Background: an optimization exercise with open tools, aiming at small area. Do not read the settings as production practice. In this exercise RTL edits were held to simulation tests only and were not proved equivalent to the original.

==> inputs of job 8156 <==
## fir
module fir(
    input clk,
    input rst,
    input signed [15:0] x_in,
    output reg signed [31:0] y_out
);
==> flow/config.mk <==
export PLATFORM = sky130hd
export DESIGN_NAME = fir
export DESIGN_NICKNAME = fir
export VERILOG_FILES = /design/flow/design.v
export SDC_FILE = /design/flow/constraint.sdc
export NUM_CORES = 4
export LEC_CHECK = 0
export CAP_MARGIN = 20
export CORE_MARGIN = 2
export CORE_UTILIZATION = 70
export CTS_BUF_LIST = sky130_fd_sc_hd__clkbuf_8
export CTS_CLUSTER_DIAMETER = 70
export CTS_CLUSTER_SIZE = 18
export PLACE_DENSITY = 0.85
export SLEW_MARGIN = 20
export SYNTH_HIERARCHICAL = 1
export SYNTH_MINIMUM_KEEP_SIZE = 0
==> flow/constraint.sdc <==
create_clock -name core_clock -period 12.0 [get_ports {clk}]
set_input_delay 2.4000 -clock core_clock [delete_from_list [all_inputs] [get_ports {clk}]]
set_output_delay 2.4000 -clock core_clock [all_outputs]
set_load 0.01 [all_outputs]
standard.sh (not shown) runs the stock make flow with config.mk's settings and CLKGATE_MAP_FILE= SYNTH_SCRIPT=/design/flow/synth_recipe.tcl, a recipe that flattens the netlist after the stock synthesis.
==> flow/flow/run.sh <==
#!/bin/bash
# Own flow: the standard layout (standard.sh) with two changes:
#  - the port buffers that global placement inserts are the smallest buffer
#    cell (buf_1) instead of the default choice;
#  - clock tree synthesis does not add dummy loads.
set -euo pipefail
export BUFFER_PORTS_ARGS="-buffer_cell sky130_fd_sc_hd__buf_1"
export CTS_ARGS="-sink_clustering_enable -repair_clock_nets -sink_clustering_size 18 -sink_clustering_max_diameter 70 -buf_list sky130_fd_sc_hd__clkbuf_8 -dont_use_dummy_load"
bash standard.sh > standard.log 2>&1
==> job 1705: changes against job 8156 <==
CORE_UTILIZATION = 60   (was 70)
PLACE_DENSITY = 0.75   (was 0.85)
==> run summary <==
Job 8156 finished with timing, DRC and antenna clean. Job 1705 finished with timing, DRC and antenna clean. Between job 8156 and job 1705, the lower final cell count is in job 8156 (gap 4.0%, measured against job 1705). In job 1705 the global-route usage is lower than in job 8156, by 3.4 points. In maximum frequency, job 1705 and job 8156 hardly differ. Between job 8156 and job 1705, the lower setup slack is in job 8156 (gap 0.0024 ns). Against job 8156, the via count of job 1705 is smaller by about 0.21%.
==> figures <==
Final hold slack: job 8156 0.3378 ns; job 1705 0.3464 ns
Number of buffers other than clock buffers in the final layout: job 8156 62; job 1705 69
Detailed router's first-iteration violation count: job 8156 825; job 1705 747
Result of the run: job 8156 finished clean; job 1705 finished clean
Util after Layout: job 8156 75.07%; job 1705 65.30%
Multi-input gate share of total cell area: job 8156 57.22%; job 1705 56.97%
Die ar.: job 8156 0.02918 mm^2; job 1705 0.03392 mm^2
Clk tree area frac: job 8156 1.464%; job 1705 1.392%
RD Place Congestion: job 8156 0.9386; job 1705 0.9761
Worst reg2reg path depth: job 8156 31; job 1705 30
Fraction of final layout cells with drive strength greater than 1: job 8156 8.673%; job 1705 8.542%
Hold Startpoint: job 8156 r6[15]$_DFF_PP1_; job 1705 r4[15]$_DFF_PP1_

* * *

==> run C: inputs <==
Starting RTL as in the previous note.
export LEC_CHECK = 0
export CAP_MARGIN = 0
export CORE_MARGIN = 2
export CORE_UTILIZATION = 60
export CTS_BUF_LIST = sky130_fd_sc_hd__clkbuf_8
export CTS_CLUSTER_DIAMETER = 70
export CTS_CLUSTER_SIZE = 18
export PLACE_DENSITY = 0.75
export SLEW_MARGIN = 0
export SYNTH_HIERARCHICAL = 1
export SYNTH_MINIMUM_KEEP_SIZE = 0
create_clock -name core_clock -period 12.0 [get_ports {clk}]
Scripts as last shown in full above: flow/flow/run.sh
==> run M (differences from run C) <==
--- a/flow/flow/run.sh
+++ b/flow/flow/run.sh
@@ -7,3 +7,3 @@
 export BUFFER_PORTS_ARGS="-buffer_cell sky130_fd_sc_hd__buf_1"
-export CTS_ARGS="-sink_clustering_enable -repair_clock_nets -sink_clustering_size 18 -sink_clustering_max_diameter 70 -buf_list sky130_fd_sc_hd__clkbuf_8 -dont_use_dummy_load"
+export CTS_ARGS="-sink_clustering_enable -repair_clock_nets -sink_clustering_size 12 -sink_clustering_max_diameter 50 -buf_list {sky130_fd_sc_hd__clkbuf_4 sky130_fd_sc_hd__clkbuf_8} -dont_use_dummy_load"
 bash standard.sh > standard.log 2>&1
--- a/flow/config.mk
+++ b/flow/config.mk
@@ -7,3 +7,3 @@
 export LEC_CHECK = 0
-export CAP_MARGIN = 0
+export CAP_MARGIN = 20
 export CORE_MARGIN = 2
@@ -14,3 +14,3 @@
 export PLACE_DENSITY = 0.75
-export SLEW_MARGIN = 0
+export SLEW_MARGIN = 20
 export SYNTH_HIERARCHICAL = 1
==> comparison table <==
item                                                                      run M        run C
Result of the run                                      timing/DRC/antenna clean  timing/DRC/antenna clean
Transition at the pin with the smallest max-transition slack           0.890 ns     0.891 ns
Layout net count                                                           1770         1760
Wirelength per Cell                                                     26.3 um      26.4 um
Non-Filler Instances                                                       1604         1594
Clock slew seen by the registers of the worst setup and hold paths      0.08 ns      0.11 ns
Iteration-0 DRC Markers                                                     742          747
Startpoint of the most critical setup path                                r3[0]        r6[0]
Footprint of the multi-input gates                                    11800 um2    11800 um2
Arrival time at the worst endpoint                                     12.15 ns     12.18 ns
Timing endpoint of the critical path                                  y_out[30]    y_out[31]
Number of clock buffers in the layout                                        31           21
Vias in the first global route                                            10689        10543
Fraction of area in registers                                             34.6%        34.8%
Layout non-clock buf frac                                                 1.60%        1.61%
Detailed-router iteration count before antenna repair                         5            6

* * *

==> 11-03: inputs <==
fir again, from the RTL that the note above started with.
clock: 12.0 ns
lec_check: 0
cap_margin: 20
core_margin: 2
core_utilization: 60
cts_buf_list: sky130_fd_sc_hd__clkbuf_8
cts_cluster_diameter: 80
cts_cluster_size: 22
place_density: 0.75
slew_margin: 20
synth_hierarchical: 1
synth_minimum_keep_size: 0
==> flow/flow/run.sh <==
#!/bin/bash
# Own flow: the standard layout (standard.sh) with two changes:
#  - the port buffers that global placement inserts are the smallest buffer
#    cell (buf_1) instead of the default choice;
#  - clock tree synthesis does not add dummy loads.
set -euo pipefail
export BUFFER_PORTS_ARGS="-buffer_cell sky130_fd_sc_hd__buf_1"
export CTS_ARGS="-sink_clustering_enable -repair_clock_nets -sink_clustering_size 22 -sink_clustering_max_diameter 80 -buf_list sky130_fd_sc_hd__clkbuf_8 -dont_use_dummy_load"
bash standard.sh > standard.log 2>&1
==> 12-07: changes against 11-03 <==
--- a/flow/flow/run.sh
+++ b/flow/flow/run.sh
@@ -7,3 +7,3 @@
 export BUFFER_PORTS_ARGS="-buffer_cell sky130_fd_sc_hd__buf_1"
-export CTS_ARGS="-sink_clustering_enable -repair_clock_nets -sink_clustering_size 22 -sink_clustering_max_diameter 80 -buf_list sky130_fd_sc_hd__clkbuf_8 -dont_use_dummy_load"
+export CTS_ARGS="-sink_clustering_enable -repair_clock_nets -sink_clustering_size 18 -sink_clustering_max_diameter 70 -buf_list sky130_fd_sc_hd__clkbuf_8 -dont_use_dummy_load"
 bash standard.sh > standard.log 2>&1
- CAP_MARGIN: 20 -> 8
- CTS_CLUSTER_DIAMETER: 80 -> 70
- CTS_CLUSTER_SIZE: 22 -> 18
- SLEW_MARGIN: 20 -> 8
==> comparison <==
- 12-07 produced a clean layout. 11-03 passed the timing, design-rule and antenna checks.
- Between 12-07 and 11-03, the lower sequential share of layout area is in 11-03 (gap 0.079 points).
- In synthesized area, 12-07 and 11-03 do not differ.
- In 12-07 the count of clock-buffer cells in the layout is higher than in 11-03, by 2.
- Worst hold slack: 12-07 is higher than 11-03 (0.032 ns).

-- port drivers added, routing unchanged --
The results above use ideal ports. As a check the final layouts listed here were re-extracted and re-timed, cells and wires unchanged. Step 1 assumes that a clkbuf_16 drives the clock port and a buf_2 every other input. Step 2 adds t to the input delays and takes it off the output delays; t is the mean of the earliest and latest rising clock arrival at the registers after step 1. Input paths then give back, and output paths get back, about the clock's delay inside the block. Slacks: no drivers / after step 1 / after step 2; pairs: no drivers / after step 1.
run	t, ns	setup slack, ns	worst data-port slew with drivers (ns)
job 8156	0.591	0.273 / 0.273 / 0.273	0.05
job 1705	0.605	0.275 / 0.275 / 0.275	0.03
run C	0.605	0.275 / 0.275 / 0.275	0.03
run M	0.636	0.312 / 0.312 / 0.312	0.03
11-03	0.587	0.305 / 0.305 / 0.305	0.03
12-07	0.605	0.275 / 0.275 / 0.275	0.03
After both steps setup and hold are still met in every run listed.
